Context: an optimization exercise on an open-source flow, tuned for small area and a short achievable clock period. The choices shown serve that exercise and are no tape-out recipe.
The RTL was checked by simulation tests, not by an equivalence proof against the original design.
Power and IR drop assume default switching activity.

<file path="design/flow/flow/run.sh">
#!/bin/bash
# Layout: the standard ORFS flow (standard.sh, unchanged synthesis and
# steps), except that the buffers global placement puts on the input and
# output ports are plain buffers (buf_1, resized later as timing needs)
# instead of the delay cell buffer_ports picks by default.
set -euo pipefail
cd "$(dirname "$0")/.."
export BUFFER_PORTS_ARGS="-buffer_cell sky130_fd_sc_hd__buf_2"
bash standard.sh > standard_flow.log 2>&1
</file>
<file path="design/flow/standard.sh">
#!/bin/bash
# synth_recipe.tcl (not shown) runs the flow's synth.tcl, then flattens the netlist and writes it again
# the make line also repeats each setting of config.mk as NAME=value (left out here)
make -C /OpenROAD-flow-scripts/flow DESIGN_CONFIG=/design/flow/config.mk WORK_HOME=/design/flow/orfs CLKGATE_MAP_FILE= SYNTH_SCRIPT=/design/flow/synth_recipe.tcl "${@:-finish}"
</file>
<file path="design/flow/config.mk">
export PLATFORM = sky130hd
export DESIGN_NAME = FPM
export DESIGN_NICKNAME = FPM
export VERILOG_FILES = /design/flow/design.v
export SDC_FILE = /design/flow/constraint.sdc
export NUM_CORES = 4
export LEC_CHECK = 0
export CAP_MARGIN = 20
export CORE_MARGIN = 2
export CORE_UTILIZATION = 55
export CTS_CLUSTER_DIAMETER = 100
export CTS_CLUSTER_SIZE = 32
export SETUP_SLACK_MARGIN = 0.95
export SLEW_MARGIN = 20
export SYNTH_HIERARCHICAL = 1
export SYNTH_MINIMUM_KEEP_SIZE = 0
</file>
<file path="design/flow/constraint.sdc">
create_clock -name core_clock -period 3.0 [get_ports {clk}]
set_input_delay 0.6000 -clock core_clock [delete_from_list [all_inputs] [get_ports {clk}]]
set_output_delay 0.6000 -clock core_clock [all_outputs]
set_load 0.01 [all_outputs]
</file>
<file path="design/flow/design.v">
module FPM(A, B, SUM, clk);
  input [31:0] A, B;
  input clk;
  output [31:0] SUM;
  wire       s0_sgn = A[31] ^ B[31];
  wire [7:0] s0_exp = A[30:23] + B[30:23] + 8'h81;
  wire n1 = A[1] & A[0];
  wire n2 = A[1] ^ A[0];
  wire n3 = A[2] & A[1];
  wire n4 = A[2] ^ A[1];
  wire n5 = A[3] & A[2];
  wire n6 = A[3] ^ A[2];
  wire n7 = A[4] & A[3];
  wire n8 = A[4] ^ A[3];
  wire n9 = A[5] & A[4];
  wire n10 = A[5] ^ A[4];
  wire n11 = A[6] & A[5];
  wire n12 = A[6] ^ A[5];
  wire n13 = A[7] & A[6];
  wire n14 = A[7] ^ A[6];
  wire n15 = A[8] & A[7];
  wire n16 = A[8] ^ A[7];
  wire n17 = A[9] & A[8];
  wire n18 = A[9] ^ A[8];
  wire n19 = A[10] & A[9];
  wire n20 = A[10] ^ A[9];
  wire n21 = A[11] & A[10];
  wire n22 = A[11] ^ A[10];
  wire n23 = A[12] & A[11];
  wire n24 = A[12] ^ A[11];
  wire n25 = A[13] & A[12];
  wire n26 = A[13] ^ A[12];
  wire n27 = A[14] & A[13];
  wire n28 = A[14] ^ A[13];
  wire n29 = A[15] & A[14];
  wire n30 = A[15] ^ A[14];
  wire n31 = A[16] & A[15];
  wire n32 = A[16] ^ A[15];
  wire n33 = A[17] & A[16];
  wire n34 = A[17] ^ A[16];
  wire n35 = A[18] & A[17];
  wire n36 = A[18] ^ A[17];
  wire n37 = A[19] & A[18];
  wire n38 = A[19] ^ A[18];
  wire n39 = A[20] & A[19];
  wire n40 = A[20] ^ A[19];
  wire n41 = A[21] & A[20];
  wire n42 = A[21] ^ A[20];
  wire n43 = A[22] & A[21];
  wire n44 = A[22] ^ A[21];
  wire n45 = 1'b1 & A[22];
  wire n46 = 1'b1 ^ A[22];
  wire n47 = n1 | (n2 & 1'b0);
  wire n48 = n2 & A[0];
  wire n49 = n3 | (n4 & n1);
  wire n50 = n4 & n2;
  wire n51 = n5 | (n6 & n3);
  wire n52 = n6 & n4;
  wire n53 = n7 | (n8 & n5);
  wire n54 = n8 & n6;
  wire n55 = n9 | (n10 & n7);
  wire n56 = n10 & n8;
  wire n57 = n11 | (n12 & n9);
  wire n58 = n12 & n10;
  wire n59 = n13 | (n14 & n11);
  wire n60 = n14 & n12;
  wire n61 = n15 | (n16 & n13);
  wire n62 = n16 & n14;
  wire n63 = n17 | (n18 & n15);
  wire n64 = n18 & n16;
  wire n65 = n19 | (n20 & n17);
  wire n66 = n20 & n18;
  wire n67 = n21 | (n22 & n19);
  wire n68 = n22 & n20;
  wire n69 = n23 | (n24 & n21);
  wire n70 = n24 & n22;
  wire n71 = n25 | (n26 & n23);
  wire n72 = n26 & n24;
  wire n73 = n27 | (n28 & n25);
  wire n74 = n28 & n26;
  wire n75 = n29 | (n30 & n27);
  wire n76 = n30 & n28;
  wire n77 = n31 | (n32 & n29);
  wire n78 = n32 & n30;
  wire n79 = n33 | (n34 & n31);
  wire n80 = n34 & n32;
  wire n81 = n35 | (n36 & n33);
  wire n82 = n36 & n34;
  wire n83 = n37 | (n38 & n35);
  wire n84 = n38 & n36;
  wire n85 = n39 | (n40 & n37);
  wire n86 = n40 & n38;
  wire n87 = n41 | (n42 & n39);
  wire n88 = n42 & n40;
  wire n89 = n43 | (n44 & n41);
  wire n90 = n44 & n42;
  wire n91 = n45 | (n46 & n43);
  wire n92 = n46 & n44;
  wire n93 = 1'b0 | (1'b1 & n45);
  wire n94 = 1'b1 & n46;
  wire n95 = 1'b0 | (1'b0 & 1'b0);
  wire n96 = 1'b0 & 1'b1;
  wire n97 = n49 | (n50 & 1'b0);
  wire n98 = n50 & A[0];
  wire n99 = n51 | (n52 & n47);
  wire n100 = n52 & n48;
  wire n101 = n53 | (n54 & n49);
  wire n102 = n54 & n50;
  wire n103 = n55 | (n56 & n51);
  wire n104 = n56 & n52;
  wire n105 = n57 | (n58 & n53);
  wire n106 = n58 & n54;
  wire n107 = n59 | (n60 & n55);
  wire n108 = n60 & n56;
  wire n109 = n61 | (n62 & n57);
  wire n110 = n62 & n58;
  wire n111 = n63 | (n64 & n59);
  wire n112 = n64 & n60;
  wire n113 = n65 | (n66 & n61);
  wire n114 = n66 & n62;
  wire n115 = n67 | (n68 & n63);
  wire n116 = n68 & n64;
  wire n117 = n69 | (n70 & n65);
  wire n118 = n70 & n66;
  wire n119 = n71 | (n72 & n67);
  wire n120 = n72 & n68;
  wire n121 = n73 | (n74 & n69);
  wire n122 = n74 & n70;
  wire n123 = n75 | (n76 & n71);
  wire n124 = n76 & n72;
  wire n125 = n77 | (n78 & n73);
  wire n126 = n78 & n74;
  wire n127 = n79 | (n80 & n75);
  wire n128 = n80 & n76;
  wire n129 = n81 | (n82 & n77);
  wire n130 = n82 & n78;
  wire n131 = n83 | (n84 & n79);
  wire n132 = n84 & n80;
  wire n133 = n85 | (n86 & n81);
  wire n134 = n86 & n82;
  wire n135 = n87 | (n88 & n83);
  wire n136 = n88 & n84;
  wire n137 = n89 | (n90 & n85);
  wire n138 = n90 & n86;
  wire n139 = n91 | (n92 & n87);
  wire n140 = n92 & n88;
  wire n141 = n93 | (n94 & n89);
  wire n142 = n94 & n90;
  wire n143 = n95 | (n96 & n91);
  wire n144 = n96 & n92;
  wire n145 = n101 | (n102 & 1'b0);
  wire n146 = n102 & A[0];
  wire n147 = n103 | (n104 & n47);
  wire n148 = n104 & n48;
  wire n149 = n105 | (n106 & n97);
  wire n150 = n106 & n98;
  wire n151 = n107 | (n108 & n99);
  wire n152 = n108 & n100;
  wire n153 = n109 | (n110 & n101);
  wire n154 = n110 & n102;
  wire n155 = n111 | (n112 & n103);
  wire n156 = n112 & n104;
  wire n157 = n113 | (n114 & n105);
  wire n158 = n114 & n106;
  wire n159 = n115 | (n116 & n107);
  wire n160 = n116 & n108;
  wire n161 = n117 | (n118 & n109);
  wire n162 = n118 & n110;
  wire n163 = n119 | (n120 & n111);
  wire n164 = n120 & n112;
  wire n165 = n121 | (n122 & n113);
  wire n166 = n122 & n114;
  wire n167 = n123 | (n124 & n115);
  wire n168 = n124 & n116;
  wire n169 = n125 | (n126 & n117);
  wire n170 = n126 & n118;
  wire n171 = n127 | (n128 & n119);
  wire n172 = n128 & n120;
  wire n173 = n129 | (n130 & n121);
  wire n174 = n130 & n122;
  wire n175 = n131 | (n132 & n123);
  wire n176 = n132 & n124;
  wire n177 = n133 | (n134 & n125);
  wire n178 = n134 & n126;
  wire n179 = n135 | (n136 & n127);
  wire n180 = n136 & n128;
  wire n181 = n137 | (n138 & n129);
  wire n182 = n138 & n130;
  wire n183 = n139 | (n140 & n131);
  wire n184 = n140 & n132;
  wire n185 = n141 | (n142 & n133);
  wire n186 = n142 & n134;
  wire n187 = n143 | (n144 & n135);
  wire n188 = n144 & n136;
  wire n189 = n153 | (n154 & 1'b0);
  wire n190 = n154 & A[0];
  wire n191 = n155 | (n156 & n47);
  wire n192 = n156 & n48;
  wire n193 = n157 | (n158 & n97);
  wire n194 = n158 & n98;
  wire n195 = n159 | (n160 & n99);
  wire n196 = n160 & n100;
  wire n197 = n161 | (n162 & n145);
  wire n198 = n162 & n146;
  wire n199 = n163 | (n164 & n147);
  wire n200 = n164 & n148;
  wire n201 = n165 | (n166 & n149);
  wire n202 = n166 & n150;
  wire n203 = n167 | (n168 & n151);
  wire n204 = n168 & n152;
  wire n205 = n169 | (n170 & n153);
  wire n206 = n170 & n154;
  wire n207 = n171 | (n172 & n155);
  wire n208 = n172 & n156;
  wire n209 = n173 | (n174 & n157);
  wire n210 = n174 & n158;
  wire n211 = n175 | (n176 & n159);
  wire n212 = n176 & n160;
  wire n213 = n177 | (n178 & n161);
  wire n214 = n178 & n162;
  wire n215 = n179 | (n180 & n163);
  wire n216 = n180 & n164;
  wire n217 = n181 | (n182 & n165);
  wire n218 = n182 & n166;
  wire n219 = n183 | (n184 & n167);
  wire n220 = n184 & n168;
  wire n221 = n185 | (n186 & n169);
  wire n222 = n186 & n170;
  wire n223 = n187 | (n188 & n171);
  wire n224 = n188 & n172;
  wire n225 = n205 | (n206 & 1'b0);
  wire n226 = n206 & A[0];
  wire n227 = n207 | (n208 & n47);
  wire n228 = n208 & n48;
  wire n229 = n209 | (n210 & n97);
  wire n230 = n210 & n98;
  wire n231 = n211 | (n212 & n99);
  wire n232 = n212 & n100;
  wire n233 = n213 | (n214 & n145);
  wire n234 = n214 & n146;
  wire n235 = n215 | (n216 & n147);
  wire n236 = n216 & n148;
  wire n237 = n217 | (n218 & n149);
  wire n238 = n218 & n150;
  wire n239 = n219 | (n220 & n151);
  wire n240 = n220 & n152;
  wire n241 = n221 | (n222 & n189);
  wire n242 = n222 & n190;
  wire n243 = n223 | (n224 & n191);
  wire n244 = n224 & n192;
  wire [25:0] s0_t3 = {(1'b0 ^ n241), (1'b1 ^ n239), (n46 ^ n237), (n44 ^ n235), (n42 ^ n233), (n40 ^ n231), (n38 ^ n229), (n36 ^ n227), (n34 ^ n225), (n32 ^ n203), (n30 ^ n201), (n28 ^ n199), (n26 ^ n197), (n24 ^ n195), (n22 ^ n193), (n20 ^ n191), (n18 ^ n189), (n16 ^ n151), (n14 ^ n149), (n12 ^ n147), (n10 ^ n145), (n8 ^ n99), (n6 ^ n97), (n4 ^ n47), (n2 ^ 1'b0), A[0]};
  wire [24:0] q = {1'b1, B[22:0], 1'b0};
  wire [7:0] s0_m1, s0_m2, s0_m3, s0_m4, s0_neg;
  genvar gi, gj;
  generate for (gi = 0; gi < 8; gi = gi + 1) begin : enc
    wire [3:0] g = q[3*gi+3:3*gi];
    assign s0_neg[gi] = g[3] & ~(g[2] & g[1] & g[0]);
    assign s0_m1[gi] = (g == 4'b0001) | (g == 4'b0010) | (g == 4'b1101) | (g == 4'b1110);
    assign s0_m2[gi] = (g == 4'b0011) | (g == 4'b0100) | (g == 4'b1011) | (g == 4'b1100);
    assign s0_m3[gi] = (g == 4'b0101) | (g == 4'b0110) | (g == 4'b1001) | (g == 4'b1010);
    assign s0_m4[gi] = (g == 4'b0111) | (g == 4'b1000);
  end endgenerate
  reg [22:0] r1_a;
  reg [25:1] r1_t3;
  reg [7:0]  r1_m1, r1_m2, r1_m3, r1_m4, r1_neg;
  reg        r1_sgn;
  reg [7:0]  r1_exp;
  always @(posedge clk) begin
    r1_a <= A[22:0]; r1_t3 <= s0_t3[25:1];
    r1_m1 <= s0_m1; r1_m2 <= s0_m2; r1_m3 <= s0_m3; r1_m4 <= s0_m4; r1_neg <= s0_neg;
    r1_sgn <= s0_sgn; r1_exp <= s0_exp;
  end
  wire [27:0] m1x = {3'b001, r1_a[22:0], 2'b00};      
  wire [25:0] m3x = {r1_t3, r1_a[0]};                   
  wire [25:0] pp [0:7];
  generate for (gi = 0; gi < 8; gi = gi + 1) begin : rw
    for (gj = 0; gj < 26; gj = gj + 1) begin : cl
      assign pp[gi][gj] = ((r1_m1[gi] & m1x[gj+2]) | (r1_m2[gi] & m1x[gj+1]) |
                           (r1_m3[gi] & m3x[gj]) | (r1_m4[gi] & m1x[gj])) ^ r1_neg[gi];
    end
  end endgenerate
  wire n245 = ~r1_neg[0];
  wire n246 = ~r1_neg[1];
  wire n247 = ~r1_neg[2];
  wire n248 = ~r1_neg[3];
  wire n249 = ~r1_neg[4];
  wire n250 = ~r1_neg[5];
  wire n251 = ~r1_neg[6];
  wire n252 = ~r1_neg[7];
  wire n253 = ~r1_neg[0];
  wire n254 = ~r1_neg[0];
  wire n255 = ~r1_neg[0];
  wire n256, n257;
  fpm_fa un256 (r1_neg[1], pp[0][3], pp[1][0], n256, n257);
  wire n258, n259;
  fpm_fa un258 (r1_neg[2], pp[0][6], pp[1][3], n258, n259);
  wire n260, n261;
  fpm_fa un260 (pp[0][7], pp[1][4], pp[2][1], n260, n261);
  wire n262, n263;
  fpm_fa un262 (pp[0][8], pp[1][5], pp[2][2], n262, n263);
  wire n264, n265;
  fpm_fa un264 (r1_neg[3], pp[0][9], pp[1][6], n264, n265);
  wire n266, n267;
  fpm_fa un266 (pp[0][10], pp[1][7], pp[2][4], n266, n267);
  wire n268, n269;
  fpm_fa un268 (pp[0][11], pp[1][8], pp[2][5], n268, n269);
  wire n270, n271;
  fpm_fa un270 (r1_neg[4], pp[0][12], pp[1][9], n270, n271);
  wire n272, n273;
  fpm_fa un272 (pp[2][6], pp[3][3], pp[4][0], n272, n273);
  wire n274, n275;
  fpm_fa un274 (pp[0][13], pp[1][10], pp[2][7], n274, n275);
  wire n276, n277;
  fpm_fa un276 (pp[0][14], pp[1][11], pp[2][8], n276, n277);
  wire n278, n279;
  fpm_fa un278 (r1_neg[5], pp[0][15], pp[1][12], n278, n279);
  wire n280, n281;
  fpm_fa un280 (pp[2][9], pp[3][6], pp[4][3], n280, n281);
  wire n282, n283;
  fpm_fa un282 (pp[0][16], pp[1][13], pp[2][10], n282, n283);
  wire n284, n285;
  fpm_fa un284 (pp[3][7], pp[4][4], pp[5][1], n284, n285);
  wire n286, n287;
  fpm_fa un286 (pp[0][17], pp[1][14], pp[2][11], n286, n287);
  wire n288, n289;
  fpm_fa un288 (pp[3][8], pp[4][5], pp[5][2], n288, n289);
  wire n290, n291;
  fpm_fa un290 (r1_neg[6], pp[0][18], pp[1][15], n290, n291);
  wire n292, n293;
  fpm_fa un292 (pp[2][12], pp[3][9], pp[4][6], n292, n293);
  wire n294, n295;
  fpm_fa un294 (pp[0][19], pp[1][16], pp[2][13], n294, n295);
  wire n296, n297;
  fpm_fa un296 (pp[3][10], pp[4][7], pp[5][4], n296, n297);
  wire n298, n299;
  fpm_fa un298 (pp[0][20], pp[1][17], pp[2][14], n298, n299);
  wire n300, n301;
  fpm_fa un300 (pp[3][11], pp[4][8], pp[5][5], n300, n301);
  wire n302, n303;
  fpm_fa un302 (r1_neg[7], pp[0][21], pp[1][18], n302, n303);
  wire n304, n305;
  fpm_fa un304 (pp[2][15], pp[3][12], pp[4][9], n304, n305);
  wire n306, n307;
  fpm_fa un306 (pp[5][6], pp[6][3], pp[7][0], n306, n307);
  wire n308, n309;
  fpm_fa un308 (pp[0][22], pp[1][19], pp[2][16], n308, n309);
  wire n310, n311;
  fpm_fa un310 (pp[3][13], pp[4][10], pp[5][7], n310, n311);
  wire n312, n313;
  fpm_ha hn312 (pp[6][4], pp[7][1], n312, n313);
  wire n314, n315;
  fpm_fa un314 (pp[0][23], pp[1][20], pp[2][17], n314, n315);
  wire n316, n317;
  fpm_fa un316 (pp[3][14], pp[4][11], pp[5][8], n316, n317);
  wire n318, n319;
  fpm_ha hn318 (pp[6][5], pp[7][2], n318, n319);
  wire n320, n321;
  fpm_fa un320 (r1_a[0], pp[0][24], pp[1][21], n320, n321);
  wire n322, n323;
  fpm_fa un322 (pp[2][18], pp[3][15], pp[4][12], n322, n323);
  wire n324, n325;
  fpm_fa un324 (pp[5][9], pp[6][6], pp[7][3], n324, n325);
  wire n326, n327;
  fpm_fa un326 (r1_a[1], pp[0][25], pp[1][22], n326, n327);
  wire n328, n329;
  fpm_fa un328 (pp[2][19], pp[3][16], pp[4][13], n328, n329);
  wire n330, n331;
  fpm_fa un330 (pp[5][10], pp[6][7], pp[7][4], n330, n331);
  wire n332, n333;
  fpm_fa un332 (r1_a[2], r1_neg[0], pp[1][23], n332, n333);
  wire n334, n335;
  fpm_fa un334 (pp[2][20], pp[3][17], pp[4][14], n334, n335);
  wire n336, n337;
  fpm_fa un336 (pp[5][11], pp[6][8], pp[7][5], n336, n337);
  wire n338, n339;
  fpm_fa un338 (r1_a[3], r1_neg[0], pp[1][24], n338, n339);
  wire n340, n341;
  fpm_fa un340 (pp[2][21], pp[3][18], pp[4][15], n340, n341);
  wire n342, n343;
  fpm_fa un342 (pp[5][12], pp[6][9], pp[7][6], n342, n343);
  wire n344, n345;
  fpm_fa un344 (r1_a[4], r1_neg[0], pp[1][25], n344, n345);
  wire n346, n347;
  fpm_fa un346 (pp[2][22], pp[3][19], pp[4][16], n346, n347);
  wire n348, n349;
  fpm_fa un348 (pp[5][13], pp[6][10], pp[7][7], n348, n349);
  wire n350, n351;
  fpm_fa un350 (r1_a[5], n246, n255, n350, n351);
  wire n352, n353;
  fpm_fa un352 (pp[2][23], pp[3][20], pp[4][17], n352, n353);
  wire n354, n355;
  fpm_fa un354 (pp[5][14], pp[6][11], pp[7][8], n354, n355);
  wire n356, n357;
  fpm_fa un356 (r1_a[6], 1'b1, pp[2][24], n356, n357);
  wire n358, n359;
  fpm_fa un358 (pp[3][21], pp[4][18], pp[5][15], n358, n359);
  wire n360, n361;
  fpm_ha hn360 (pp[6][12], pp[7][9], n360, n361);
  wire n362, n363;
  fpm_fa un362 (r1_a[7], 1'b1, pp[2][25], n362, n363);
  wire n364, n365;
  fpm_fa un364 (pp[3][22], pp[4][19], pp[5][16], n364, n365);
  wire n366, n367;
  fpm_ha hn366 (pp[6][13], pp[7][10], n366, n367);
  wire n368, n369;
  fpm_fa un368 (r1_a[8], n247, pp[3][23], n368, n369);
  wire n370, n371;
  fpm_fa un370 (pp[4][20], pp[5][17], pp[6][14], n370, n371);
  wire n372, n373;
  fpm_fa un372 (r1_a[9], 1'b1, pp[3][24], n372, n373);
  wire n374, n375;
  fpm_fa un374 (pp[4][21], pp[5][18], pp[6][15], n374, n375);
  wire n376, n377;
  fpm_fa un376 (r1_a[10], 1'b1, pp[3][25], n376, n377);
  wire n378, n379;
  fpm_fa un378 (pp[4][22], pp[5][19], pp[6][16], n378, n379);
  wire n380, n381;
  fpm_fa un380 (r1_a[11], n248, pp[4][23], n380, n381);
  wire n382, n383;
  fpm_fa un382 (pp[5][20], pp[6][17], pp[7][14], n382, n383);
  wire n384, n385;
  fpm_fa un384 (r1_a[12], 1'b1, pp[4][24], n384, n385);
  wire n386, n387;
  fpm_fa un386 (pp[5][21], pp[6][18], pp[7][15], n386, n387);
  wire n388, n389;
  fpm_fa un388 (r1_a[13], 1'b1, pp[4][25], n388, n389);
  wire n390, n391;
  fpm_fa un390 (pp[5][22], pp[6][19], pp[7][16], n390, n391);
  wire n392, n393;
  fpm_fa un392 (r1_a[14], n249, pp[5][23], n392, n393);
  wire n394, n395;
  fpm_fa un394 (r1_a[15], 1'b1, pp[5][24], n394, n395);
  wire n396, n397;
  fpm_fa un396 (r1_a[16], 1'b1, pp[5][25], n396, n397);
  wire n398, n399;
  fpm_fa un398 (r1_a[17], n250, pp[6][23], n398, n399);
  wire n400, n401;
  fpm_fa un400 (r1_a[18], 1'b1, pp[6][24], n400, n401);
  wire n402, n403;
  fpm_fa un402 (r1_a[19], 1'b1, pp[6][25], n402, n403);
  wire n404, n405;
  fpm_fa un404 (r1_a[20], n251, pp[7][23], n404, n405);
  wire n406, n407;
  fpm_fa un406 (r1_a[21], 1'b1, pp[7][24], n406, n407);
  wire n408, n409;
  fpm_fa un408 (r1_a[22], 1'b1, pp[7][25], n408, n409);
  wire n410, n411;
  fpm_ha hn410 (pp[3][4], pp[4][1], n410, n411);
  wire n412, n413;
  fpm_ha hn412 (pp[3][5], pp[4][2], n412, n413);
  wire n414, n415;
  fpm_ha hn414 (pp[5][3], pp[6][0], n414, n415);
  wire n416, n417;
  fpm_ha hn416 (pp[6][20], pp[7][17], n416, n417);
  wire n418, n419;
  fpm_ha hn418 (pp[6][21], pp[7][18], n418, n419);
  wire n420, n421;
  fpm_ha hn420 (pp[6][22], pp[7][19], n420, n421);
  wire n422 = r1_neg[0] & pp[0][0];
  wire n423 = r1_neg[0] | pp[0][0];
  wire n424 = 1'b0 | (pp[0][1] & n422);
  reg [186:0] r2_m;
  reg        r2_sgn;
  reg [7:0]  r2_exp;
  always @(posedge clk) begin
    r2_m <= {n409, r1_neg[7], n408, n407, n406, n405, n404, n403, n402, n401, pp[7][22], n400, n399, pp[7][21], n398, n397, n421, pp[7][20], n396, n395, n420, n419, n394, n393, n418, n417, n392, n391, n389, n416, n390, n388, n387, n385, n386, n384, n383, n381, n382, n380, n379, n377, n378, n376, n375, n373, pp[7][13], n374, n372, n371, n369, pp[7][12], n370, n368, n365, n363, n367, pp[7][11], n364, n362, n359, n357, n366, n361, n358, n356, n355, n353, n360, n351, n354, n352, n349, n347, n345, n350, n348, n346, n344, n343, n341, n339, n342, n340, n338, n337, n335, n333, n336, n334, n332, n331, n329, n327, n330, n328, n326, n325, n323, n321, n324, n322, n320, n317, n315, n319, n316, n314, n311, n309, n318, n313, n310, n308, n307, n305, n303, n312, n306, n304, n302, n301, n299, n300, n298, n297, n295, pp[6][2], n296, n294, n293, n291, n415, pp[6][1], n292, n290, n289, n287, n414, n288, n286, n285, n283, n284, n282, n281, n279, n280, n278, n277, n413, pp[5][0], n276, n275, n412, n411, n274, n273, n271, n410, n272, n270, n269, n268, n267, pp[3][2], n266, n265, pp[3][1], n264, n263, pp[3][0], pp[2][3], n262, n261, n260, n259, n258, pp[2][0], pp[1][2], pp[0][5], n257, pp[1][1], pp[0][4], n256, n424, pp[0][2]};
    r2_sgn <= r1_sgn; r2_exp <= r1_exp;
  end
  wire n426, n427;
  fpm_fa un426 (r2_m[3], r2_m[4], r2_m[5], n426, n427);
  wire n428, n429;
  fpm_fa un428 (r2_m[14], r2_m[15], r2_m[16], n428, n429);
  wire n430, n431;
  fpm_fa un430 (r2_m[18], r2_m[19], r2_m[20], n430, n431);
  wire n432, n433;
  fpm_fa un432 (r2_m[21], r2_m[22], r2_m[23], n432, n433);
  wire n434, n435;
  fpm_fa un434 (r2_m[24], r2_m[25], r2_m[26], n434, n435);
  wire n436, n437;
  fpm_fa un436 (r2_m[27], r2_m[28], r2_m[29], n436, n437);
  wire n438, n439;
  fpm_fa un438 (r2_m[31], r2_m[32], r2_m[33], n438, n439);
  wire n440, n441;
  fpm_fa un440 (r2_m[35], r2_m[36], r2_m[37], n440, n441);
  wire n442, n443;
  fpm_fa un442 (r2_m[40], r2_m[41], r2_m[42], n442, n443);
  wire n444, n445;
  fpm_fa un444 (r2_m[44], r2_m[45], r2_m[46], n444, n445);
  wire n446, n447;
  fpm_fa un446 (r2_m[48], r2_m[49], r2_m[50], n446, n447);
  wire n448, n449;
  fpm_fa un448 (r2_m[53], r2_m[54], r2_m[55], n448, n449);
  wire n450, n451;
  fpm_fa un450 (r2_m[56], r2_m[57], r2_m[58], n450, n451);
  wire n452, n453;
  fpm_fa un452 (r2_m[59], r2_m[60], r2_m[61], n452, n453);
  wire n454, n455;
  fpm_ha hn454 (r2_m[62], r2_m[63], n454, n455);
  wire n456, n457;
  fpm_fa un456 (r2_m[64], r2_m[65], r2_m[66], n456, n457);
  wire n458, n459;
  fpm_ha hn458 (r2_m[67], r2_m[68], n458, n459);
  wire n460, n461;
  fpm_fa un460 (r2_m[69], r2_m[70], r2_m[71], n460, n461);
  wire n462, n463;
  fpm_fa un462 (r2_m[72], r2_m[73], r2_m[74], n462, n463);
  wire n464, n465;
  fpm_fa un464 (r2_m[75], r2_m[76], r2_m[77], n464, n465);
  wire n466, n467;
  fpm_fa un466 (r2_m[78], r2_m[79], r2_m[80], n466, n467);
  wire n468, n469;
  fpm_fa un468 (r2_m[81], r2_m[82], r2_m[83], n468, n469);
  wire n470, n471;
  fpm_fa un470 (r2_m[84], r2_m[85], r2_m[86], n470, n471);
  wire n472, n473;
  fpm_fa un472 (r2_m[87], r2_m[88], r2_m[89], n472, n473);
  wire n474, n475;
  fpm_fa un474 (r2_m[90], r2_m[91], r2_m[92], n474, n475);
  wire n476, n477;
  fpm_fa un476 (r2_m[93], r2_m[94], r2_m[95], n476, n477);
  wire n478, n479;
  fpm_fa un478 (r2_m[96], r2_m[97], r2_m[98], n478, n479);
  wire n480, n481;
  fpm_fa un480 (r2_m[99], r2_m[100], r2_m[101], n480, n481);
  wire n482, n483;
  fpm_fa un482 (r2_m[102], r2_m[103], r2_m[104], n482, n483);
  wire n484, n485;
  fpm_fa un484 (r2_m[105], r2_m[106], r2_m[107], n484, n485);
  wire n486, n487;
  fpm_fa un486 (r2_m[108], r2_m[109], r2_m[110], n486, n487);
  wire n488, n489;
  fpm_fa un488 (r2_m[111], r2_m[112], r2_m[113], n488, n489);
  wire n490, n491;
  fpm_fa un490 (r2_m[114], r2_m[115], r2_m[116], n490, n491);
  wire n492, n493;
  fpm_fa un492 (r2_m[117], r2_m[118], r2_m[119], n492, n493);
  wire n494, n495;
  fpm_fa un494 (r2_m[120], r2_m[121], r2_m[122], n494, n495);
  wire n496, n497;
  fpm_fa un496 (r2_m[123], r2_m[124], r2_m[125], n496, n497);
  wire n498, n499;
  fpm_fa un498 (r2_m[126], r2_m[127], r2_m[128], n498, n499);
  wire n500, n501;
  fpm_fa un500 (r2_m[129], r2_m[130], r2_m[131], n500, n501);
  wire n502, n503;
  fpm_fa un502 (r2_m[132], r2_m[133], r2_m[134], n502, n503);
  wire n504, n505;
  fpm_fa un504 (r2_m[135], r2_m[136], r2_m[137], n504, n505);
  wire n506, n507;
  fpm_ha hn506 (r2_m[138], r2_m[139], n506, n507);
  wire n508, n509;
  fpm_fa un508 (r2_m[140], r2_m[141], r2_m[142], n508, n509);
  wire n510, n511;
  fpm_ha hn510 (r2_m[143], r2_m[144], n510, n511);
  wire n512, n513;
  fpm_fa un512 (r2_m[145], r2_m[146], r2_m[147], n512, n513);
  wire n514, n515;
  fpm_fa un514 (r2_m[149], r2_m[150], r2_m[151], n514, n515);
  wire n516, n517;
  fpm_fa un516 (r2_m[153], r2_m[154], r2_m[155], n516, n517);
  wire n518, n519;
  fpm_fa un518 (r2_m[157], r2_m[158], r2_m[159], n518, n519);
  wire n520, n521;
  fpm_fa un520 (r2_m[161], r2_m[162], r2_m[163], n520, n521);
  wire n522, n523;
  fpm_fa un522 (r2_m[165], r2_m[166], r2_m[167], n522, n523);
  wire n524, n525;
  fpm_fa un524 (r2_m[169], r2_m[170], r2_m[171], n524, n525);
  wire n526, n527;
  fpm_fa un526 (r2_m[173], r2_m[174], r2_m[175], n526, n527);
  wire n528, n529;
  fpm_fa un528 (r2_m[176], r2_m[177], r2_m[178], n528, n529);
  wire n530, n531;
  fpm_fa un530 (r2_m[6], r2_m[7], n427, n530, n531);
  wire n532, n533;
  fpm_fa un532 (r2_m[30], n435, n436, n532, n533);
  wire n534, n535;
  fpm_fa un534 (r2_m[34], n437, n438, n534, n535);
  wire n536, n537;
  fpm_fa un536 (r2_m[38], r2_m[39], n439, n536, n537);
  wire n538, n539;
  fpm_fa un538 (r2_m[43], n441, n442, n538, n539);
  wire n540, n541;
  fpm_fa un540 (r2_m[47], n443, n444, n540, n541);
  wire n542, n543;
  fpm_fa un542 (r2_m[51], r2_m[52], n445, n542, n543);
  wire n544, n545;
  fpm_fa un544 (n447, n448, n450, n544, n545);
  wire n546, n547;
  fpm_fa un546 (n454, n449, n451, n546, n547);
  wire n548, n549;
  fpm_fa un548 (n455, n458, n453, n548, n549);
  wire n550, n551;
  fpm_fa un550 (n459, n457, n460, n550, n551);
  wire n552, n553;
  fpm_fa un552 (n461, n463, n464, n552, n553);
  wire n554, n555;
  fpm_fa un554 (n465, n467, n468, n554, n555);
  wire n556, n557;
  fpm_fa un556 (n469, n471, n472, n556, n557);
  wire n558, n559;
  fpm_fa un558 (n473, n475, n476, n558, n559);
  wire n560, n561;
  fpm_fa un560 (n477, n479, n480, n560, n561);
  wire n562, n563;
  fpm_fa un562 (n481, n483, n484, n562, n563);
  wire n564, n565;
  fpm_fa un564 (n485, n487, n488, n564, n565);
  wire n566, n567;
  fpm_fa un566 (n489, n491, n492, n566, n567);
  wire n568, n569;
  fpm_fa un568 (n493, n495, n496, n568, n569);
  wire n570, n571;
  fpm_fa un570 (n497, n499, n500, n570, n571);
  wire n572, n573;
  fpm_fa un572 (n506, n501, n503, n572, n573);
  wire n574, n575;
  fpm_fa un574 (n507, n510, n505, n574, n575);
  wire n576, n577;
  fpm_fa un576 (r2_m[148], n511, n509, n576, n577);
  wire n578, n579;
  fpm_fa un578 (r2_m[152], n513, n514, n578, n579);
  wire n580, n581;
  fpm_fa un580 (r2_m[156], n515, n516, n580, n581);
  wire n582, n583;
  fpm_fa un582 (r2_m[160], n517, n518, n582, n583);
  wire n584, n585;
  fpm_fa un584 (r2_m[164], n519, n520, n584, n585);
  wire n586, n587;
  fpm_fa un586 (r2_m[168], n521, n522, n586, n587);
  wire n588, n589;
  fpm_fa un588 (r2_m[172], n523, n524, n588, n589);
  wire n590, n591;
  fpm_fa un590 (r2_m[179], r2_m[180], n529, n590, n591);
  wire n592, n593;
  fpm_fa un592 (r2_m[8], r2_m[9], n531, n592, n593);
  wire n594, n595;
  fpm_ha hn594 (r2_m[10], r2_m[11], n594, n595);
  wire n596, n597;
  fpm_ha hn596 (r2_m[12], r2_m[13], n596, n597);
  wire n598, n599;
  fpm_ha hn598 (r2_m[17], n428, n598, n599);
  wire n600, n601;
  fpm_ha hn600 (n429, n430, n600, n601);
  wire n602, n603;
  fpm_ha hn602 (n431, n432, n602, n603);
  wire n604, n605;
  fpm_ha hn604 (n433, n434, n604, n605);
  wire n606, n607;
  fpm_fa un606 (n440, n536, n535, n606, n607);
  wire n608, n609;
  fpm_ha hn608 (n537, n538, n608, n609);
  wire n610, n611;
  fpm_ha hn610 (n539, n540, n610, n611);
  wire n612, n613;
  fpm_fa un612 (n446, n542, n541, n612, n613);
  wire n614, n615;
  fpm_ha hn614 (n543, n544, n614, n615);
  wire n616, n617;
  fpm_fa un616 (n452, n546, n545, n616, n617);
  wire n618, n619;
  fpm_fa un618 (n456, n547, n548, n618, n619);
  wire n620, n621;
  fpm_fa un620 (n462, n549, n550, n620, n621);
  wire n622, n623;
  fpm_fa un622 (n466, n551, n552, n622, n623);
  wire n624, n625;
  fpm_fa un624 (n470, n553, n554, n624, n625);
  wire n626, n627;
  fpm_fa un626 (n474, n555, n556, n626, n627);
  wire n628, n629;
  fpm_fa un628 (n478, n557, n558, n628, n629);
  wire n630, n631;
  fpm_fa un630 (n482, n559, n560, n630, n631);
  wire n632, n633;
  fpm_fa un632 (n486, n561, n562, n632, n633);
  wire n634, n635;
  fpm_fa un634 (n490, n563, n564, n634, n635);
  wire n636, n637;
  fpm_fa un636 (n494, n565, n566, n636, n637);
  wire n638, n639;
  fpm_fa un638 (n498, n567, n568, n638, n639);
  wire n640, n641;
  fpm_fa un640 (n502, n569, n570, n640, n641);
  wire n642, n643;
  fpm_fa un642 (n504, n572, n571, n642, n643);
  wire n644, n645;
  fpm_fa un644 (n508, n573, n574, n644, n645);
  wire n646, n647;
  fpm_fa un646 (n512, n575, n576, n646, n647);
  wire n648, n649;
  fpm_ha hn648 (n577, n578, n648, n649);
  wire n650, n651;
  fpm_ha hn650 (n579, n580, n650, n651);
  wire n652, n653;
  fpm_ha hn652 (n581, n582, n652, n653);
  wire n654, n655;
  fpm_ha hn654 (n583, n584, n654, n655);
  wire n656, n657;
  fpm_ha hn656 (n585, n586, n656, n657);
  wire n658, n659;
  fpm_ha hn658 (n587, n588, n658, n659);
  wire n660, n661;
  fpm_fa un660 (n525, n526, n589, n660, n661);
  wire n662, n663;
  fpm_ha hn662 (n527, n528, n662, n663);
  wire n664, n665;
  fpm_fa un664 (r2_m[181], r2_m[182], n591, n664, n665);
  wire n666, n667;
  fpm_ha hn666 (r2_m[183], r2_m[184], n666, n667);
  wire n668, n669;
  fpm_ha hn668 (r2_m[185], r2_m[186], n668, n669);
  wire n670 = r2_m[0] & r2_m[1];
  wire n671 = r2_m[0] | r2_m[1];
  wire n672 = 1'b0 | (r2_m[2] & n670);
  wire n674 = 1'b0 | (n426 & n672);
  reg [82:0] r3_m;
  reg        r3_sgn;
  reg [7:0]  r3_exp;
  always @(posedge clk) begin
    r3_m <= {n668, n667, n665, n666, n664, n590, n663, n661, n662, n660, n659, n658, n657, n656, n655, n654, n653, n652, n651, n650, n649, n647, n648, n646, n645, n644, n643, n641, n642, n640, n639, n638, n637, n636, n635, n634, n633, n632, n631, n630, n629, n628, n627, n626, n625, n624, n623, n622, n621, n620, n619, n618, n617, n616, n615, n613, n614, n612, n611, n610, n609, n607, n608, n606, n534, n533, n532, n605, n604, n603, n602, n601, n600, n599, n598, n597, n596, n595, n593, n594, n592, n674, n530};
    r3_sgn <= r2_sgn; r3_exp <= r2_exp;
  end
  wire [47:0] n676 = {r3_m[81], r3_m[79], r3_m[78], r3_m[76], r3_m[74], r3_m[72], r3_m[70], r3_m[68], r3_m[66], r3_m[64], r3_m[62], r3_m[60], r3_m[58], r3_m[56], r3_m[54], r3_m[52], r3_m[50], r3_m[48], r3_m[46], r3_m[44], r3_m[42], r3_m[40], r3_m[38], r3_m[36], r3_m[34], r3_m[32], r3_m[30], r3_m[28], r3_m[26], r3_m[24], r3_m[22], r3_m[20], r3_m[19], r3_m[17], r3_m[15], r3_m[13], r3_m[11], r3_m[9], r3_m[7], r3_m[5], r3_m[3], r3_m[2], r3_m[0], 1'b0, 1'b0, 1'b0, 1'b0, 1'b0};
  wire [47:0] n677 = {r3_m[82], r3_m[80], 1'b0, r3_m[77], r3_m[75], r3_m[73], r3_m[71], r3_m[69], r3_m[67], r3_m[65], r3_m[63], r3_m[61], r3_m[59], r3_m[57], r3_m[55], r3_m[53], r3_m[51], r3_m[49], r3_m[47], r3_m[45], r3_m[43], r3_m[41], r3_m[39], r3_m[37], r3_m[35], r3_m[33], r3_m[31], r3_m[29], r3_m[27], r3_m[25], r3_m[23], r3_m[21], 1'b0, r3_m[18], r3_m[16], r3_m[14], r3_m[12], r3_m[10], r3_m[8], r3_m[6], r3_m[4], 1'b0, r3_m[1], 1'b0, 1'b0, 1'b0, 1'b0, 1'b0};
  wire [2:0] n678 = {1'b0, n676[6:5]} + {1'b0, n677[6:5]};
  wire [8:0] n679 = {1'b0, n676[14:7]} + {1'b0, n677[14:7]};
  wire [8:0] n680 = {1'b0, n676[22:15]} + {1'b0, n677[22:15]};
  wire [6:0] n681 = {1'b0, n676[28:23]} + {1'b0, n677[28:23]};
  wire [6:0] n682 = {1'b0, n676[34:29]} + {1'b0, n677[34:29]};
  wire [6:0] n683 = {1'b0, n676[40:35]} + {1'b0, n677[40:35]};
  wire [7:0] n684 = {1'b0, n676[47:41]} + {1'b0, n677[47:41]};
  reg r4_lg0;
  reg r4_lg1;
  reg r4_lp1;
  reg r4_lg2;
  reg r4_lp2;
  reg [5:0] r4_us0;
  reg r4_ug0;
  reg r4_up0;
  reg [5:0] r4_us1;
  reg r4_ug1;
  reg r4_up1;
  reg [5:0] r4_us2;
  reg r4_ug2;
  reg r4_up2;
  reg [6:0] r4_us3;
  reg r4_ug3;
  reg r4_up3;
  reg        r4_sgn;
  reg [7:0]  r4_exp;
  always @(posedge clk) begin
    r4_lg0 <= n678[2];
    r4_lg1 <= n679[8];
    r4_lp1 <= &(n676[14:7] | n677[14:7]);
    r4_lg2 <= n680[8];
    r4_lp2 <= &(n676[22:15] | n677[22:15]);
    r4_us0 <= n681[5:0];
    r4_ug0 <= n681[6];
    r4_up0 <= &(n676[28:23] | n677[28:23]);
    r4_us1 <= n682[5:0];
    r4_ug1 <= n682[6];
    r4_up1 <= &(n676[34:29] | n677[34:29]);
    r4_us2 <= n683[5:0];
    r4_ug2 <= n683[6];
    r4_up2 <= &(n676[40:35] | n677[40:35]);
    r4_us3 <= n684[6:0];
    r4_ug3 <= n684[7];
    r4_up3 <= &(n676[47:41] | n677[47:41]);
    r4_sgn <= r3_sgn; r4_exp <= r3_exp;
  end
  wire n685 = r4_lg1 | (r4_lp1 & r4_lg0);
  wire n686 = r4_lg2 | (r4_lp2 & n685);
  wire [5:0] n687;
  assign n687[0] = 1'b1;
  assign n687[1] = &r4_us0[0:0];
  assign n687[2] = &r4_us0[1:0];
  assign n687[3] = &r4_us0[2:0];
  assign n687[4] = &r4_us0[3:0];
  assign n687[5] = &r4_us0[4:0];
  wire [5:0] n688 = r4_us0 ^ ({6{n686}} & n687);
  wire n689 = r4_ug0 | (r4_up0 & n686);
  wire [5:0] n690;
  assign n690[0] = 1'b1;
  assign n690[1] = &r4_us1[0:0];
  assign n690[2] = &r4_us1[1:0];
  assign n690[3] = &r4_us1[2:0];
  assign n690[4] = &r4_us1[3:0];
  assign n690[5] = &r4_us1[4:0];
  wire [5:0] n691 = r4_us1 ^ ({6{n689}} & n690);
  wire n692 = r4_ug1 | (r4_up1 & n689);
  wire [5:0] n693;
  assign n693[0] = 1'b1;
  assign n693[1] = &r4_us2[0:0];
  assign n693[2] = &r4_us2[1:0];
  assign n693[3] = &r4_us2[2:0];
  assign n693[4] = &r4_us2[3:0];
  assign n693[5] = &r4_us2[4:0];
  wire [5:0] n694 = r4_us2 ^ ({6{n692}} & n693);
  wire n695 = r4_ug2 | (r4_up2 & n692);
  wire [6:0] n696;
  assign n696[0] = 1'b1;
  assign n696[1] = &r4_us3[0:0];
  assign n696[2] = &r4_us3[1:0];
  assign n696[3] = &r4_us3[2:0];
  assign n696[4] = &r4_us3[3:0];
  assign n696[5] = &r4_us3[4:0];
  assign n696[6] = &r4_us3[5:0];
  wire [6:0] n697 = r4_us3 ^ ({7{n695}} & n696);
  wire n698 = r4_ug3 | (r4_up3 & n695);
  wire [24:0] n699 = {n697, n694, n691, n688};
  reg [24:0] r5_p;
  reg        r5_sgn;
  reg [7:0]  r5_exp;
  always @(posedge clk) begin
    r5_p <= n699;
    r5_sgn <= r4_sgn; r5_exp <= r4_exp;
  end
  wire [31:0] n700 = {r5_sgn, r5_exp + {7'd0, r5_p[24]}, r5_p[24] ? r5_p[23:1] : r5_p[22:0]};
  reg [31:0] r6_o;
  always @(posedge clk) r6_o <= n700;
  reg [31:0] r7_o;
  always @(posedge clk) r7_o <= r6_o;
  reg [31:0] r8_o;
  always @(posedge clk) r8_o <= r7_o;
  reg [31:0] r9_o;
  always @(posedge clk) r9_o <= r8_o;
  reg [31:0] r10_o;
  always @(posedge clk) r10_o <= r9_o;
  assign SUM = r10_o;
endmodule
module fpm_fa(a, b, c, s, co);
  input a, b, c;
  output s, co;
  assign s = a ^ b ^ c;
  assign co = (a & b) | (a & c) | (b & c);
endmodule
module fpm_ha(a, b, s, co);
  input a, b;
  output s, co;
  assign s = a ^ b;
  assign co = a & b;
endmodule
</file>
==> run summary, run 1 <==
Cell Area, Synth - 0.02670 mm²
VDD IR-drop max - 0.5030 mV
Synth-to-Final Area Change - 8.379%
Leak - 0.01186 µW
Yosys reg bits - 624
Critical path capture point type - flop
Vias per std cell - 5.877
Initial drt markers - 1541
ANT nets after route - 0
CTS tree - done
Crit-path max cell delay - 0.34 ns
Post-layout nets - 2644
Final WS setup - 0.9829 ns
Initial DRT Pass Iterations - 6
TritonCTS sink count - 624
Area leader, netlist - dfxtp_1
Clock latency (worst-skew pair) - 0.60 ns
Min Tclk post-route - 2.017 ns
Core area - 0.04785 mm²
Final worst path period share - 0.6724
RSZ-0062 raised after global routing - true
Synth async-reset ratio - 0
Setup CP Type - in2reg
First-pass GRT wire length - 94640 µm
Layout cells sized above 1 - 0.1220
Status - no timing/DRC/antenna violations
Sequential area share after synthesis - 0.4679
Worst Tran Pin Value - 0.7428 ns
Yosys cell types - 61
Clk root buf - clkbuf_16
Total GRT Usage - 0.2401
Buffer depth of the longest clock path - 3
Worst path cell trace - buf_8, ha_4, inv_2, fa_2, nor2b_2, o31a_1, buf_4, o21ai_2, o211a_1, o21bai_1, a21oi_1, xnor2_1
GP Congestion - 0.9034
Vias in the first global route - 16810
F_max - 495.8 MHz
Count leader, synth - dfxtp_1
# IOs - 97
DRT Wirelength - 60800 µm
Synth warnings - 7
Drt drc - 0
Die width - 224.3 µm
Number of hold buffers added after cts - 0
Vias - 16920
Synth area leaders - dfxtp_1, fa_1, xnor2_1
Worst Path Max Fanout - 4
Hold slack - 0.1021 ns
Worst EP required - 3.49 ns
Largest net degree at the start of global routing - 33
CP Buf/Inv Count - 3
Total design power - 27050 µW
Die area - 0.05032 mm²
Dominant synthesized flop cell - dfxtp_1
Detailed placement HPWL - 42810 µm
CTS buffer count - 25
Cell Rows - 80
CTS clk-pin slew, worst paths - 0.12 ns
Post-synth top cells - dfxtp_1, xnor2_1, fa_1, a221oi_1, a22o_1
Avg WL per Cell - 21.12 µm
Maxcap violations - 0
Clock Skew - 0.03244 ns
Final Max Tran Viols - 0
Cell count after synthesis - 2220
Startpoint Class - primary input
Final instance area - 0.02894 mm²
Avg Cell Area, Syn - 12.03 µm²
Setup TNS - 0 ns
Number of synthesized flops with an enable pin - 0
Post-DP Area - 0.02804 mm²
Post-synth top area share - 0.4679
Setup violators final - 0
Port bufs - 96
Max-Slew Margin vs Limit - 0.5041
Initial antenna violation count - 7
Hold Violations, Final - 0
Fill count - 3935
Overflow after GRT - 0
Die Y - 224.3 µm
H-Tree Level Count - 1
DP Worst Slack - 0.1575 ns
Power per cell area - 934.7 mW/mm²
Type of the most critical hold path - in2reg
CP max-delay cell - fa_2
CP delay by family, top - compound AO/OA/AOI/OAI gates
Initial core utilization - 0.5581
Arr. time, crit path - 2.50 ns
[modules after synthesis (local to each module, per instance)]
module  flops+latches  area, µm²  copies in the design  cells
FPM               624      22840                     1   2015
fpm_fa              0      20.02                   173      1
fpm_ha              0      12.51                    32      1
[worst reg2reg max path, cell delays in order, from the launching register on]
cell and delay, ns:
dfxtp_1 0.32, buf_4 0.22, a22o_1 0.27, a221oi_1 0.29
xnor2_1 0.15, fa_1 0.66
[sequential cells by signal, indices dropped and copies added (netlist names), 23 cells and up]
register	count
r7_o	32
r10_o	32
r1_t3	25
r1_a	23
r6_o	32
r3_m	83
r9_o	32
r2_m	187
r5_p	25
r8_o	32
[layout make-up]
cell class,count,area (µm²),area share
antenna,2,5.005,0.0001730
clock buffer,26,639.4,0.02209
clock inverter,4,97.59,0.003373
inverter,108,405.4,0.01401
multi-input combinational,1321,13360,0.4617
sequential,624,12520,0.4328
tap,615,769.5,0.02659
timing repair buffer,179,1135,0.03922
[per-stage QoR]
step                utilization  instances
floorplan                     -       2231
global placement         0.5861       2841
detailed placement       0.5861       2841
CTS                      0.6023       2873
global route             0.6048       2878
finish                   0.6048       2879
[cell families after synthesis]
family,share of synthesized area
buffers and inverters,0.04058
flip-flops,0.4679
AO/OA/AOI/OAI,0.1571
AND/OR/NAND/NOR,0.03018
XOR/XNOR,0.09414
multiplexers,0.009700
other,0.0001404
adder cells (fa/ha/maj),0.2003
[cell usage in the layout, fill, tap and decap left out, types with 4 or more instances in the layout]
cell,instances
inv_2,5
nor3_1,8
conb_1,12
a22o_1,168
buf_2,93
o21ai_0,21
a21o_1,28
nor2b_1,12
clkbuf_16,25
xnor2_1,263
buf_4,82
a221oi_1,172
dfxtp_2,26
a22oi_1,8
nor2_1,34
nand3b_1,6
a31o_1,4
and3_1,9
a21oi_1,45
nand3_1,17
xor2_1,24
a222oi_1,7
o21ai_1,22
a221oi_2,4
nand4_1,7
mux2_1,20
dfxtp_1,598
ha_1,129
a211oi_2,4
and2_1,9
ha_4,10
inv_1,102
o21bai_1,11
nand2_1,36
fa_1,177
nor4_1,4
[per-layer routing]
layer / global-route usage / wire [µm] / vias up / share of wire
met5: 0 / 37 / - / 0.00061
met4: 0.07840 / 1724 / 8 / 0.028
met3: 0.04768 / 4881 / 137 / 0.080
met2: 0.3809 / 26990 / 720 / 0.44
met1: 0.3311 / 27170 / 8262 / 0.45
li1: - / - / 7793 / -
[final timing paths]
check,from,endpoint,slack [ns],cells after the start
worst min register to register,r6_o[30],r7_o[30],0.33,0
worst min-delay path,A[0],r1_a[0],0.10,1
worst max register to register,r1_m3[3],r2_m[122],0.99,5
worst max-delay path,A[1],r1_t3[15],0.98,12
[where the power goes]
group / switching, µW / internal (µW)
Clock: 2500 / 1600
Sequential: 1730 / 11700
Combinational: 4820 / 4660
[what timing repair did]
item / in CTS / in global routing
resized for setup: 12 / 31
setup buffers: 2 / 4
pin swaps: 2 / 10
setup endpoints to repair: 40 / 51
==> run 2, diff against run 1 <==
--- a/design/flow/config.mk
+++ b/design/flow/config.mk
@@ -9,6 +9,6 @@
 export CORE_MARGIN = 2
 export CORE_UTILIZATION = 55
-export CTS_CLUSTER_DIAMETER = 100
-export CTS_CLUSTER_SIZE = 32
+export CTS_CLUSTER_DIAMETER = 90
+export CTS_CLUSTER_SIZE = 28
 export SETUP_SLACK_MARGIN = 0.95
 export SLEW_MARGIN = 20
==> run 2 against run 1 <==
Net effect:
- largest cell class unchanged
- via count grew 0.30%
- flip-flop and latch count stayed put
- wire length is 0.65% higher
- area after synthesis is the same
- core utilization grew 0.39 points
- hold slack worse by 0.025 ns
- global-route usage rose by 0.16 points
- register-to-register slack lost 0.02 ns
- cell area increased by 0.64%
- critical path type is now reg2reg
- highest routed layer unchanged
- still clean
- sequential power is essentially flat
- clock power rose by 13%
- clock-buffer cell count up 5
==> run summary, run 2 <==
CP Buf/Inv Count - 0 (-3)
Clock latency (worst-skew pair) - 0.63 ns (+0.03 ns)
Avg WL per Cell - 21.16 µm (+0.20%)
Initial antenna violation count - 7 (unchanged)
Post-synth top area share - 0.4679 (unchanged)
Hold Violations, Final - 0 (unchanged)
Multi-input logic area - 0.01336 mm² (about the same)
Cell Rows - 80 (unchanged)
Dominant synthesized flop cell - dfxtp_1
Vias in the first global route - 16900 (+0.58%)
Number of synthesized flops with an enable pin - 0 (unchanged)
Vias per std cell - 5.868 (-0.15%)
Buffer depth of the longest clock path - 3 (unchanged)
Main combinational cell family by area after synthesis - adder cells
Post-synth top cells - dfxtp_1, xnor2_1, fa_1, a221oi_1, a22o_1
Die Y - 224.3 µm (unchanged)
Fill count - 3920 (-0.38%)
Overflow after GRT - 0 (unchanged)
H-Tree Level Count - 1 (unchanged)
Largest net degree at the start of global routing - 29 (-12%)
Max reg flops - 187 (unchanged)
Largest register by flop count - r2_m
Core area - 0.04785 mm² (unchanged)
Post-Synth Simple-Gate Area - 0.03018 (unchanged)
Sw frac - 0.3357 (+0.0009496)
GP Congestion - 0.9034 (unchanged)
First-pass GRT wire length - 95180 µm (+0.57%)
CP delay by family, top - flip-flops
Clock Skew - 0.02952 ns (-0.002917 ns)
Post-DP Area - 0.02804 mm² (unchanged)
Yosys reg bits - 624 (unchanged)
RSZ-0062 raised after global routing - true
Final Max Tran Viols - 0 (unchanged)
Initial core utilization - 0.5581 (unchanged)
Commonest non-fill, non-tap cell in the layout - dfxtp_1
TritonCTS sink count - 624 (unchanged)
Number of hold buffers added after cts - 0 (unchanged)
Worst Path Max Fanout - 8 (+4)
Initial DRT Pass Iterations - 5 (-1)
Die area - 0.05032 mm² (unchanged)
ANT nets after route - 0 (unchanged)
CTS buffer count - 30 (+20%)
Multiplexer share of the synthesized area - 0.009700 (unchanged)
Worst Tran Pin Value - 0.8516 ns (+0.1088 ns)
Adder-Cell Fraction of Synth Area - 0.2003 (unchanged)
CTS clk-pin slew, worst paths - 0.10 ns (-0.02 ns)
Psw - 9254 µW (+2.2%)
Hold slack - 0.07722 ns (-0.02492 ns)
Drt drc - 0 (unchanged)
Avg Cell Area, Syn - 12.03 µm² (unchanged)
Final WS setup - 0.9652 ns (-0.01773 ns)
Startpoint Class - flop
Internal - 18320 µW (+1.8%)
Sequential area share after synthesis - 0.4679 (unchanged)
Synth Area in XOR/XNOR - 0.09414 (unchanged)
Crit-path max cell delay - 0.82 ns (+0.48 ns)
Synth async-reset ratio - 0 (unchanged)
Synth-to-Final Area Change - 9.072%
Cell count after synthesis - 2220 (unchanged)
Cell Area, Synth - 0.02670 mm² (unchanged)
Type of the most critical hold path - in2reg
Final instance area - 0.02912 mm² (+0.64%)
Max-Slew Margin vs Limit - 0.4315 (-0.07263)
Maxcap violations - 0 (unchanged)
CP max-delay cell - dfxtp_1
Yosys cell types - 61 (unchanged)
Comb pwr share - 0.344 (-0.007)
Top Registers - r2_m: 187 flops, r3_m: 83 flops
Synth area leaders - dfxtp_1, fa_1, xnor2_1
Synth warnings - 7 (unchanged)
Setup CP Type - reg2reg
Die width - 224.3 µm (unchanged)
Clk root buf - clkbuf_16
Area leader, netlist - dfxtp_1
Count leader, synth - dfxtp_1
Setup TNS - 0 ns (unchanged)
Min Tclk post-route - 2.035 ns (+0.01773 ns)
Final worst path period share - 0.6783 (+0.005909)
F_max - 491.4 MHz (-0.87%)
DP Worst Slack - 0.1575 ns (unchanged)
Clock share of power - 0.167 (+0.016)
Port bufs - 96 (unchanged)
CTS tree - done
Power per cell area - 946.7 mW/mm² (+1.3%)
Seq pwr share - 0.489 (-0.009)
Post-layout nets - 2649 (+0.19%)
VDD IR-drop max - 0.5656 mV (+12%)
Initial drt markers - 1554 (+0.84%)
Arr. time, crit path - 2.53 ns (+0.03 ns)
Post-synthesis compound-gate area fraction - 0.1571 (unchanged)
# IOs - 97 (unchanged)
Critical path capture point type - flop
Register area - 0.01252 mm² (about the same)
Detailed placement HPWL - 42810 µm (unchanged)
Worst EP required - 3.49 ns (about the same)
Total GRT Usage - 0.2416 (+0.001570)
Commonest non-fill, non-tap cells in the layout - dfxtp_1, xnor2_1, fa_1, a221oi_1, a22o_1
Setup violators final - 0 (unchanged)
Layout cells sized above 1 - 0.1244 (+0.002380)
DRT Wirelength - 61200 µm (+0.65%)
Leak - 0.01195 µW (+0.81%)
Worst path cell trace - a22o_1, a221oi_1, xnor2_1, fa_1
Vias - 16970 (+0.30%)
Status - no timing/DRC/antenna violations
## run 2: layout make-up
class	instances	share of cell area
sequential	624	0.4299
multi-input combinational	1321	0.4586
antenna	2	0.0001719
tap	615	0.02642
clock buffer	31	0.02591
clock inverter	12	0.006144
timing repair buffer	179	0.03897
inverter	108	0.01392
## run 2: power groups by stage
stage	clock network [µW]	registers, µW	logic [µW]
after CTS	4790	13500	9670
after global placement	0	13600	9300
after floorplan	0	13000	6800
final	4620	13500	9480
after global routing	5080	13800	11000
after detailed placement	0	13700	9580
## run 2: path summary, 6_finish.rpt
check,slack [ns],to,depth (start not counted),startpoint
max,0.97,r2_m[58],4,r1_t3[10]
min,0.08,r1_a[0],1,A[0]
max reg2reg,0.97,r2_m[58],4,r1_t3[10]
min reg2reg,0.33,r8_o[18],0,r7_o[18]
## run 2: per-stage QoR
stage	power, µW	cells	utilization
final	27570	2892	0.6087
after global routing	29940	2891	0.6086
after CTS	27960	2886	0.6063
after detailed placement	23250	2841	0.5861
after global placement	22890	2841	0.5861
after floorplan	19840	2231	-
## run 2: cells by family (layout without fill, tap and decap cells)
group | after synthesis | count (layout)
mux | 23 | 23
flops | 624 | 624
xor+xnor | 287 | 287
buf+inv | 286 | 330
compound gates | 521 | 521
fa+ha+maj | 320 | 320
simple gates | 158 | 158
other cells | 1 | 14
## run 2: per-module statistics from Yosys, one instance, submodules excluded
| module | copies in the design | flops+latches | cell area [µm²] |
|---|---|---|---|
| FPM | 1 | 624 | 22840 |
| fpm_fa | 173 | 0 | 20.02 |
| fpm_ha | 32 | 0 | 12.51 |
## run 2: repair_timing
item                       in CTS  in global routing
setup endpoints to repair      38                 45
setup buffers                   2                  4
gates resized for setup         8                 30
pin swaps                       2                 10
hold endpoints to repair        0                  0
## run 2: layer usage
metal,GRT usage,routed length (µm)
met1,0.3344,26970
met5,0,46
met3,0.04990,5155
met2,0.3794,27080
met4,0.08139,1939
==> run 3, diff against run 2 <==
--- a/design/flow/flow/run.sh
+++ b/design/flow/flow/run.sh
@@ -6,4 +6,4 @@
 set -euo pipefail
 cd "$(dirname "$0")/.."
-export BUFFER_PORTS_ARGS="-buffer_cell sky130_fd_sc_hd__buf_2"
+export BUFFER_PORTS_ARGS="-buffer_cell sky130_fd_sc_hd__buf_1"
 bash standard.sh > standard_flow.log 2>&1
--- a/design/flow/config.mk
+++ b/design/flow/config.mk
@@ -9,6 +9,4 @@
 export CORE_MARGIN = 2
 export CORE_UTILIZATION = 55
-export CTS_CLUSTER_DIAMETER = 90
-export CTS_CLUSTER_SIZE = 28
 export SETUP_SLACK_MARGIN = 0.95
 export SLEW_MARGIN = 20
==> run 3 against run 2 <==
Net effect:
- flip-flop and latch count is the same
- setup slack got worse by 0.089 ns
- hold slack improved by 0.023 ns
- critical path type is now in2reg
- sequential power hardly changed
- global-route usage grew 0.27 points
- die area stayed put
- largest power group unchanged
- wire length is essentially flat
==> run summary, run 3 <==
Fill count - 3756 (-4.2%)
F_max - 471.0 MHz (-4.2%)
Flop2flop setup slack - 0.98 ns (about the same)
CTS tree - done
Post-Synth Simple-Gate Area - 0.03018 (unchanged)
Die Y - 224.3 µm (unchanged)
Post-layout nets - 2679 (+1.1%)
Maxcap violations - 0 (unchanged)
Final WS setup - 0.8767 ns (-0.08854 ns)
Avg Cell Area, Syn - 12.03 µm² (unchanged)
Top Registers - r2_m: 187 flops, r3_m: 83 flops
Status - no timing/DRC/antenna violations
Initial drt markers - 1472 (-5.3%)
Power per cell area - 1029 mW/mm² (+8.7%)
Final worst path period share - 0.7078 (+0.02951)
FF-to-FF path depth - 5 (+1)
FF-to-FF Start - r1_a[19]
Worst Path Max Fanout - 4 (-4)
Number of synthesized flops with an enable pin - 0 (unchanged)
Vias per std cell - 5.815 (-0.91%)
Arr. time, crit path - 2.60 ns (+0.07 ns)
Buffer depth of the longest clock path - 3 (unchanged)
Max reg flops - 187 (unchanged)
Setup CP Type - in2reg
Vias - 17210 (+1.4%)
Commonest non-fill, non-tap cells in the layout - dfxtp_1, xnor2_1, fa_1, a221oi_1, a22o_1
Synth area leaders - dfxtp_1, fa_1, xnor2_1
Cell Area, Synth - 0.02670 mm² (unchanged)
Final instance area - 0.03031 mm² (+4.1%)
Core area - 0.04785 mm² (unchanged)
# IOs - 97 (unchanged)
Cell Rows - 80 (unchanged)
Sequential area share after synthesis - 0.4679 (unchanged)
ANT nets after route - 0 (unchanged)
Setup violators final - 0 (unchanged)
Yosys cell types - 61 (unchanged)
Die width - 224.3 µm (unchanged)
Post-synth top area share - 0.4679 (unchanged)
Number of hold buffers added after cts - 0 (unchanged)
Clock Skew - 0.02919 ns (-0.0003332 ns)
Port bufs - 96 (unchanged)
RSZ-0062 raised after global routing - true
Synth-to-Final Area Change - 13.51%
Post-DP Area - 0.02791 mm² (-0.46%)
TritonCTS sink count - 624 (unchanged)
DRT Wirelength - 61210 µm (about the same)
H-Tree Level Count - 2 (+1)
Layout cells sized above 1 - 0.1076 (-0.01680)
Initial antenna violation count - 4 (-3)
Adder-Cell Fraction of Synth Area - 0.2003 (unchanged)
Hold slack - 0.1006 ns (+0.02336 ns)
Synth warnings - 7 (unchanged)
Critical path capture point type - flop
VDD IR-drop max - 0.6580 mV (+16%)
Synth async-reset ratio - 0 (unchanged)
Largest net degree at the start of global routing - 29 (unchanged)
Main combinational cell family by area after synthesis - adder cells
DP Worst Slack - 0.07823 ns (-0.07931 ns)
CTS clk-pin slew, worst paths - 0.06 ns (-0.04 ns)
GP Congestion - 0.9294 (+2.9%)
Clk root buf - clkbuf_16
Reg-to-Reg End - r2_m[66]
Worst EP required - 3.48 ns (about the same)
Max-Slew Margin vs Limit - 0.4276 (-0.003906)
First-pass GRT wire length - 96300 µm (+1.2%)
Type of the most critical hold path - in2reg
Total GRT Usage - 0.2443 (+0.002674)
Post-synthesis compound-gate area fraction - 0.1571 (unchanged)
Avg WL per Cell - 20.69 µm (-2.2%)
Worst Tran Pin Value - 0.8574 ns (+0.005852 ns)
Hold_sp - A[0]
Hold depth - 1 (unchanged)
Vias in the first global route - 17580 (+4.0%)
Count leader, synth - dfxtp_1
Post-layout util - 0.6334 (+0.02474)
Final Max Tran Viols - 0 (unchanged)
Min Tclk post-route - 2.123 ns (+0.08854 ns)
Die area - 0.05032 mm² (unchanged)
Area leader, netlist - dfxtp_1
Largest register by flop count - r2_m
Clock latency (worst-skew pair) - 0.63 ns (about the same)
Multiplexer share of the synthesized area - 0.009700 (unchanged)
CTS buffer count - 60 (+100%)
Dominant synthesized flop cell - dfxtp_1
Overflow after GRT - 0 (unchanged)
Post-synth top cells - dfxtp_1, xnor2_1, fa_1, a221oi_1, a22o_1
Commonest non-fill, non-tap cell in the layout - dfxtp_1
Cell count after synthesis - 2220 (unchanged)
Setup TNS - 0 ns (unchanged)
Startpoint Class - primary input
Hold path endpoint - r1_a[0]
Leak - 0.01235 µW (+3.3%)
Hold Violations, Final - 0 (unchanged)
Drt drc - 0 (unchanged)
Initial DRT Pass Iterations - 6 (+1)
Initial core utilization - 0.5581 (unchanged)
Synth Area in XOR/XNOR - 0.09414 (unchanged)
Detailed placement HPWL - 42430 µm (-0.87%)
Yosys reg bits - 624 (unchanged)
==> run 3: cell counts after synthesis <==
No cell type changed its count.
==> run 3: how the worst max path moves through the flow <==
stage	slack [ns]	depth (start not counted)	from	to
3_3_place_gp	0.16	11	A[1]	r1_t3[23]
3_5_place_dp	0.08	11	A[1]	r1_t3[23]
4_1_cts	0.92	11	A[1]	r1_t3[23]
6_report	0.88	11	A[1]	r1_t3[25]
5_1_grt	0.79	11	A[1]	r1_t3[23]
2_1_floorplan	0.61	10	A[0]	r1_t3[23]
==> run 3: worst max-delay path, stage by stage <==
cell       delay (ns)
buf_8            0.11
ha_4             0.16
inv_2            0.06
fa_2             0.24
nor2b_4          0.05
o31a_1           0.33
o2111ai_2        0.26
a21boi_2         0.13
a221oi_4         0.38
o21ba_1          0.19
o211ai_1         0.09
==> run 3: area by class of cell <==
| type | instances | area (µm²) | area share |
|---|---|---|---|
| multi-input cells | 1321 | 13350 | 0.4406 |
| clock buffers | 75 | 1638 | 0.05404 |
| flip-flops and latches | 624 | 12520 | 0.4131 |
| diodes | 2 | 5.005 | 0.0001651 |
| repair buffers | 179 | 1021 | 0.03369 |
| clock inverters | 35 | 593.1 | 0.01957 |
| well taps | 615 | 769.5 | 0.02539 |
| inverters | 108 | 405.4 | 0.01338 |
==> run 3: per-stage QoR <==
stage,cells,power (µW)
after floorplan,2231,19840
after global placement,2840,22840
after detailed placement,2840,23200
after CTS,2952,31620
after global routing,2957,33660
final,2959,31190
==> run 3: logic make-up after synthesis <==
kind of cell,Yosys count
flip-flops,624
AO/OA/AOI/OAI,521
adder cells (fa/ha/maj),320
XOR/XNOR,287
buffers and inverters,286
AND/OR/NAND/NOR,158
multiplexers,23
other,1
==> run 3: per-layer routing <==
metal,GRT usage,vias to the layer above,share of wire
met5,0,-,0.00021
met4,0.09720,2,0.033
met3,0.06088,172,0.088
met2,0.3851,767,0.45
met1,0.3241,8352,0.43
li1,-,7913,-
==> run 3: repair_timing <==
item | CTS | global route
cloned | 0 | 0
resized for setup | 20 | 24
setup buffers | 2 | 5
pin swaps | 5 | 9
setup endpoints to repair | 35 | 32
==> run 3: where the power goes <==
group / switching [µW] / total, µW / internal [µW] / leakage (µW)
clock network: 3160 / 8260 / 5100 / 0.00109
registers: 1750 / 13500 / 11800 / 0.00526
logic: 4810 / 9420 / 4610 / 0.00600
==> run 3: per-module statistics from Yosys (local to each module, per instance) <==
| module | cells inside | flops+latches | area, µm² | times used |
|---|---|---|---|---|
| FPM | 2015 | 624 | 22840 | 1 |
| fpm_fa | 1 | 0 | 20.02 | 173 |
| fpm_ha | 1 | 0 | 12.51 | 32 |

## afterwards: timing with drivers on the ports
No port has a modelled driver above. Below, the same layouts with a new extraction and two added sets of constraints. Step 1: set_driving_cell puts a clkbuf_16 on clk and a buf_2 on each other input, an assumption about the parent block. Step 2 also shifts input and output timing later by t, the mid clock arrival at the registers, as if the neighbouring blocks saw the same clock. Three values: ideal, step 1, step 2; two values: the first two.
run	shift t [ns]	setup WS [ns]	worst setup path at the end	slew at the worst register clock pin (ns)	worst data-port slew with drivers (ns)
run 1	0.643	0.983 / 0.993 / 0.350	input to register	0.12 / 0.12	0.08
run 2	0.674	0.965 / 0.965 / 0.346	input to register	0.11 / 0.11	0.08
run 3	0.676	0.877 / 0.889 / 0.212	input to register	0.07 / 0.07	0.09
After both steps every run listed still meets setup and hold. The setup slack of run 3, which loses most, moves by +0.012 ns with the drivers and by -0.665 ns with both steps.
